Source: an optimization exercise on an open RTL-to-GDS flow (aim: small area, a short achievable clock period and few clock cycles per item). Production flows keep margins and buffers that such runs may drop. Function was checked by simulation only, so behaviour that the tests miss may differ from the original. Power and IR drop assume default switching activity.

job 1109:
## bmlp_top
module bmlp_top(
  input  wire       clk,
  input  wire       rst,
  input  wire       start,
  output reg  [6:0] dmem_addr,
  input  wire [8:0] dmem_data,
  output reg        done,
  output reg        bin_class
);
  reg        busy;
  reg  [7:0] k;           
  reg  [5:0] o;           
  reg  [8:0] d;           
  reg  [9:0] init0;       
  reg  [9:0] init1;
  reg  [59:0] b1;         
  always @(posedge clk) begin
    if (~rst) begin
      busy <= 1'b0; k <= 8'd0; done <= 1'b0; dmem_addr <= 7'd0;
    end else begin
      done <= 1'b0;
      if (~busy) begin
        k <= 8'd0;
        if (start) begin
          busy <= 1'b1; dmem_addr <= 7'd1;
        end
      end else begin
        k <= k + 8'd1;
        if (o == 6'd37) begin busy <= 1'b0; done <= 1'b1; end
        if (k <= 8'd141) begin
          if (dmem_addr[3:0] == 4'd15)
            dmem_addr <= {(dmem_addr[6:4] >= 3'd4) ? dmem_addr[6:4] - 3'd4 : dmem_addr[6:4] + 3'd3, 4'd0};
          else
            dmem_addr[3:0] <= dmem_addr[3:0] + 4'd1;
        end else
          dmem_addr <= 7'd0;
      end
    end
  end
  always @(posedge clk) begin
    o <= ~busy ? 6'd63 : (k == 8'd145) ? 6'd0 : (o == 6'd63) ? 6'd63 : o + 6'd1;
    d <= dmem_data;
    init0[0] <= busy && (k == 8'd0);
    init0[1] <= busy && (k == 8'd16);
    init0[2] <= busy && (k == 8'd32);
    init0[3] <= busy && (k == 8'd48);
    init0[4] <= busy && (k == 8'd64);
    init0[5] <= busy && (k == 8'd80);
    init0[6] <= busy && (k == 8'd96);
    init0[7] <= busy && (k == 8'd112);
    init0[8] <= busy && (k == 8'd128);
    init0[9] <= busy && (k == 8'd144);
    init1 <= init0;
  end
  reg [26:0] wrom;
  always @(*) begin
    case (k)
      8'd0: wrom = 27'h62;
      8'd1: wrom = 27'hf4;
      8'd2: wrom = 27'h92;
      8'd3: wrom = 27'h6b;
      8'd4: wrom = 27'hd8;
      8'd5: wrom = 27'h146;
      8'd6: wrom = 27'h1b4;
      8'd7: wrom = 27'h62;
      8'd8: wrom = 27'hb6;
      8'd9: wrom = 27'hbc;
      8'd10: wrom = 27'h9e;
      8'd11: wrom = 27'h1c1;
      8'd12: wrom = 27'hd3;
      8'd13: wrom = 27'h14c;
      8'd14: wrom = 27'h6b;
      8'd15: wrom = 27'h101;
      8'd16: wrom = 27'h301a1;
      8'd17: wrom = 27'h2219a;
  ...
Size in the first run: about 40000 um^2 of cells after synthesis.
export LEC_CHECK = 0
export ABC_CLOCK_PERIOD_IN_PS = 2500
export CAP_MARGIN = 20
export CORE_MARGIN = 2
export CORE_UTILIZATION = 40
export SETUP_SLACK_MARGIN = 5
export SLEW_MARGIN = 20
export SYNTH_MEMORY_MAX_BITS = 8192
create_clock -name core_clock -period 8.0 [get_ports {clk}]
run.sh (not shown) runs the stock make flow with config.mk's settings and CLKGATE_MAP_FILE= SYNTH_SCRIPT=/design/flow/synth_recipe.tcl, a recipe that flattens the netlist after the stock synthesis.
Job 1109 completed every stage of the flow, and the final layout passed the timing, design-rule and antenna checks.
Testbench counts of job 1109, summed over its fixed seeds: cycles 23,688, items 128.
> inputs changed (job 1109 -> job 9776)
# job 1109
export LEC_CHECK = 0
export ABC_CLOCK_PERIOD_IN_PS = 2500
export CAP_MARGIN = 20
export CORE_MARGIN = 2
export CORE_UTILIZATION = 40
export SETUP_SLACK_MARGIN = 5
export SLEW_MARGIN = 20
export SYNTH_MEMORY_MAX_BITS = 8192
create_clock -name core_clock -period 8.0 [get_ports {clk}]
# job 9776
export LEC_CHECK = 0
export ABC_CLOCK_PERIOD_IN_PS = 3000
export CAP_MARGIN = 20
export CORE_MARGIN = 2
export CORE_UTILIZATION = 60
export CTS_BUF_LIST = sky130_fd_sc_hd__clkbuf_4 sky130_fd_sc_hd__clkbuf_8
export CTS_CLUSTER_SIZE = 30
export SETUP_SLACK_MARGIN = 5
export SLEW_MARGIN = 20
export SYNTH_MEMORY_MAX_BITS = 8192
create_clock -name core_clock -period 8.0 [get_ports {clk}]
--- outcome ---
Going from job 1109 to job 9776, the smallest setup slack after layout was found to have gone up by 190 ps. The CTS buffer count in job 9776 is 1.4 times that in job 1109. Job 9776 vs job 1109 — routed wire length climbed by a little under 10%. Compared to job 1109, job 9776 has clock skew 15 ps higher. Lower switching power total among job 9776 and job 1109: job 1109. Re maximum level of the CTS H-tree: no difference whatsoever between job 9776 and job 1109. The register-to-register slack of job 9776 exceeds that of job 1109 by 190 ps. Compared with job 1109, job 9776 shows a higher sum of internal, switching and leakage power. Design area in job 9776 is 190 um^2 below job 1109. NOTE via count job 1109->job 9776 increased by a few percent.
## Diff of input files: job 3899 against job 9776
# job 9776
export LEC_CHECK = 0
export ABC_CLOCK_PERIOD_IN_PS = 3000
export CAP_MARGIN = 20
export CORE_MARGIN = 2
export CORE_UTILIZATION = 60
export CTS_BUF_LIST = sky130_fd_sc_hd__clkbuf_4 sky130_fd_sc_hd__clkbuf_8
export CTS_CLUSTER_SIZE = 30
export SETUP_SLACK_MARGIN = 5
export SLEW_MARGIN = 20
export SYNTH_MEMORY_MAX_BITS = 8192
create_clock -name core_clock -period 8.0 [get_ports {clk}]
# job 3899
export LEC_CHECK = 0
export ABC_AREA = 1
export CAP_MARGIN = 10
export CORE_MARGIN = 2
export CORE_UTILIZATION = 60
export SETUP_SLACK_MARGIN = 5
export SLEW_MARGIN = 10
export SYNTH_MEMORY_MAX_BITS = 8192
create_clock -name core_clock -period 8.0 [get_ports {clk}]
Findings:
- In the reports for job 3899 and job 9776, the larger share of the cycle needed by the critical path after routing belongs to job 3899.
- Against job 9776, count of clock-buffer cells in the layout in job 3899 fell by more than a quarter.
- Compared with job 9776, met1 layer wirelength in the final routing in job 3899 decreased by a few percent.
- Global-route wire length before repair of job 3899 falls short of that of job 9776 by a little under 10%.
- Summed area of non-filler cells in the final layout, job 3899 and job 9776, lower one = job 3899.
- Max met2 layer wire length in the routed design across job 3899 and job 9776: job 9776
- Synthesized cell count came out higher on job 3899 than on job 9776.
Setup changes, job 3899 to job 8622
# job 3899
export LEC_CHECK = 0
export ABC_AREA = 1
export CAP_MARGIN = 10
export CORE_MARGIN = 2
export CORE_UTILIZATION = 60
export SETUP_SLACK_MARGIN = 5
export SLEW_MARGIN = 10
export SYNTH_MEMORY_MAX_BITS = 8192
create_clock -name core_clock -period 8.0 [get_ports {clk}]
# job 8622
export LEC_CHECK = 0
export CAP_MARGIN = 20
export CORE_MARGIN = 2
export CORE_UTILIZATION = 40
export SLEW_MARGIN = 20
export SYNTH_MEMORY_MAX_BITS = 8192
create_clock -name core_clock -period 8.0 [get_ports {clk}]
--- outcome ---
Job 8622: area fraction in and, or, nand and nor cells after synthesis is 2.4 points lower than what job 3899 reported. The detailed-placement wirelength estimate number comes out lower for job 8622 vs job 3899. Job 8622 vs. job 3899: number of filler cells placed in the layout grew by 82%, area after synthesis shows an increase of 4.7%. Core area, job 8622 and job 3899: smaller value in job 3899.

* * *

Starting RTL as in the previous note.
Settings: LEC_CHECK=0, ABC_AREA=1, CAP_MARGIN=20, CORE_MARGIN=2, CORE_UTILIZATION=60, CTS_CLUSTER_DIAMETER=140, CTS_CLUSTER_SIZE=22, SETUP_SLACK_MARGIN=5, SLEW_MARGIN=20, SYNTH_MEMORY_MAX_BITS=8192; clock period 8.0 ns.
Testbench counts at the start, summed over its fixed seeds: cycles 23,688, items 128.
==> next run, changes <==
Settings changed: ABC_AREA 1 to default, ABC_CLOCK_PERIOD_IN_PS from default to 3000, CORE_UTILIZATION 60 to 40, CTS_CLUSTER_DIAMETER 140 to default, CTS_CLUSTER_SIZE 22 to default.
- The changed run completed without violations
- power climbs by 19%
- worst setup slack degrades by 150 ps
- utilization came out lower by 19 points
- sequential power stays flat
- clock skew came out higher by 21 ps
- final area increases by 10%
- clock power rose by 78%
- global-route usage is lower by 10 points
- final cell count rose by 6.3%
- routed wire length is higher by 4.7%
- register-to-register slack gets worse by 150 ps
==> next run, changes <==
Settings changed: CORE_UTILIZATION 40 to 60, CTS_BUF_LIST from default to sky130_fd_sc_hd__clkbuf_8.
Effect: Total power falls by about 0.5%. Sequential share of layout area rises by 0.30 points. First-iteration DRC count rises by 14%. Critical path depth rises by 1. Worst setup slack gets better by 180 ps. Global-route usage rises by 12 points. Cell area falls by 0.84%. Fmax rises by 6.2%. Combinational power rises by about 7%.
==> next run, changes <==
Settings changed: ABC_AREA from default to 1, ABC_CLOCK_PERIOD_IN_PS 3000 to default, CTS_BUF_LIST sky130_fd_sc_hd__clkbuf_8 to default.
What happened: Count of clock-buffer cells in the layout went down by 45; final area shrinks by 5.5%; maximum frequency came out lower by 1.7%; die area shrinks by 4.4%; clock skew shrinks by 36 ps; register-to-register slack degrades by 50 ps.

* * *

Starting RTL as in the previous note.
Settings: LEC_CHECK=0, ABC_AREA=1, CAP_MARGIN=20, CORE_MARGIN=2, CORE_UTILIZATION=60, CTS_CLUSTER_DIAMETER=120, CTS_CLUSTER_SIZE=18, SETUP_SLACK_MARGIN=5, SLEW_MARGIN=20, SYNTH_MEMORY_MAX_BITS=8192; clock period 8.0 ns.
The first run completed without violations.
Testbench counts at the start, summed over its fixed seeds: cycles 23,688, items 128.
Edit:
CTS_CLUSTER_DIAMETER = 100   (was 120)
CTS_CLUSTER_SIZE = 16   (was 18)
=>
- sequential power is about the same
- count of clock-buffer cells in the layout grows by 8
- core utilization is higher by 0.32 points
- cell area went up by 0.49%
- sequential share of layout area is lower by 0.19 points
- routed wire length hardly moves
- clock skew increases by 0.0031 ns
- total power goes up by 1.9%
- combinational power hardly moves
Edit:
ABC_AREA = default   (was 1)
ABC_CLOCK_PERIOD_IN_PS = 3000   (was default)
CTS_CLUSTER_DIAMETER = default   (was 100)
CTS_CLUSTER_SIZE = default   (was 16)
=> Power increases by 18%; synthesized area increases by 4.7%; die area increases by 4.6%; cell area increases by 8.5%; sequential share of layout area decreases by 2.8 points; routed wire length increases by 11%; core utilization increases by 2.5 points; via count increases by 6.5%; clock skew decreases by 0.011 ns; worst hold slack degrades by 0.0095 ns.

[re-timing with driven ports]
The results above use ideal ports. As a check the final layouts listed here were re-extracted and re-timed, cells and wires unchanged. Step 1 (the two cells are an assumption about what drives the block):
set clk [get_ports {clk}]
set_driving_cell -lib_cell sky130_fd_sc_hd__clkbuf_16 $clk
set_driving_cell -lib_cell sky130_fd_sc_hd__buf_2 [delete_from_list [all_inputs] $clk]
Step 2 also shifts input and output timing later by t, the mid clock arrival at the registers, as if the neighbouring blocks saw the same clock. Slacks: ideal / step 1 / step 2; pairs: ideal / step 1.
run	shift t [ns]	setup slack, ns	worst setup path after step 2	clock arrival spread, ns
job 1109	0.712	4.831 / 4.831 / 4.614	input to register	0.053 / 0.052
job 9776	0.799	5.018 / 4.989 / 4.584	input to register	0.057 / 0.058
job 3899	0.706	4.944 / 4.944 / 4.935	input to register	0.023 / 0.024
job 8622	0.707	4.273 / 4.273 / 4.273	register to register	0.043 / 0.042
the first run of note 2	0.665	4.979 / 4.979 / 4.959	input to register	0.028 / 0.029
the second run of note 2	0.712	4.831 / 4.831 / 4.614	input to register	0.053 / 0.052
the third run of note 2	0.799	5.015 / 4.988 / 4.586	input to register	0.059 / 0.059
the fourth run of note 2	0.706	4.964 / 4.964 / 4.928	input to register	0.024 / 0.025
the first run of note 3	0.661	4.978 / 4.978 / 4.959	input to register	0.034 / 0.035
the second run of note 3	0.692	4.956 / 4.956 / 4.956	register to register	0.042 / 0.042
the third run of note 3	0.698	4.945 / 4.945 / 4.598	input to register	0.027 / 0.027
After both steps every run listed still meets setup and hold. The setup slack of job 9776, which loses most, moves by -0.029 ns with the drivers and by -0.434 ns with both steps.
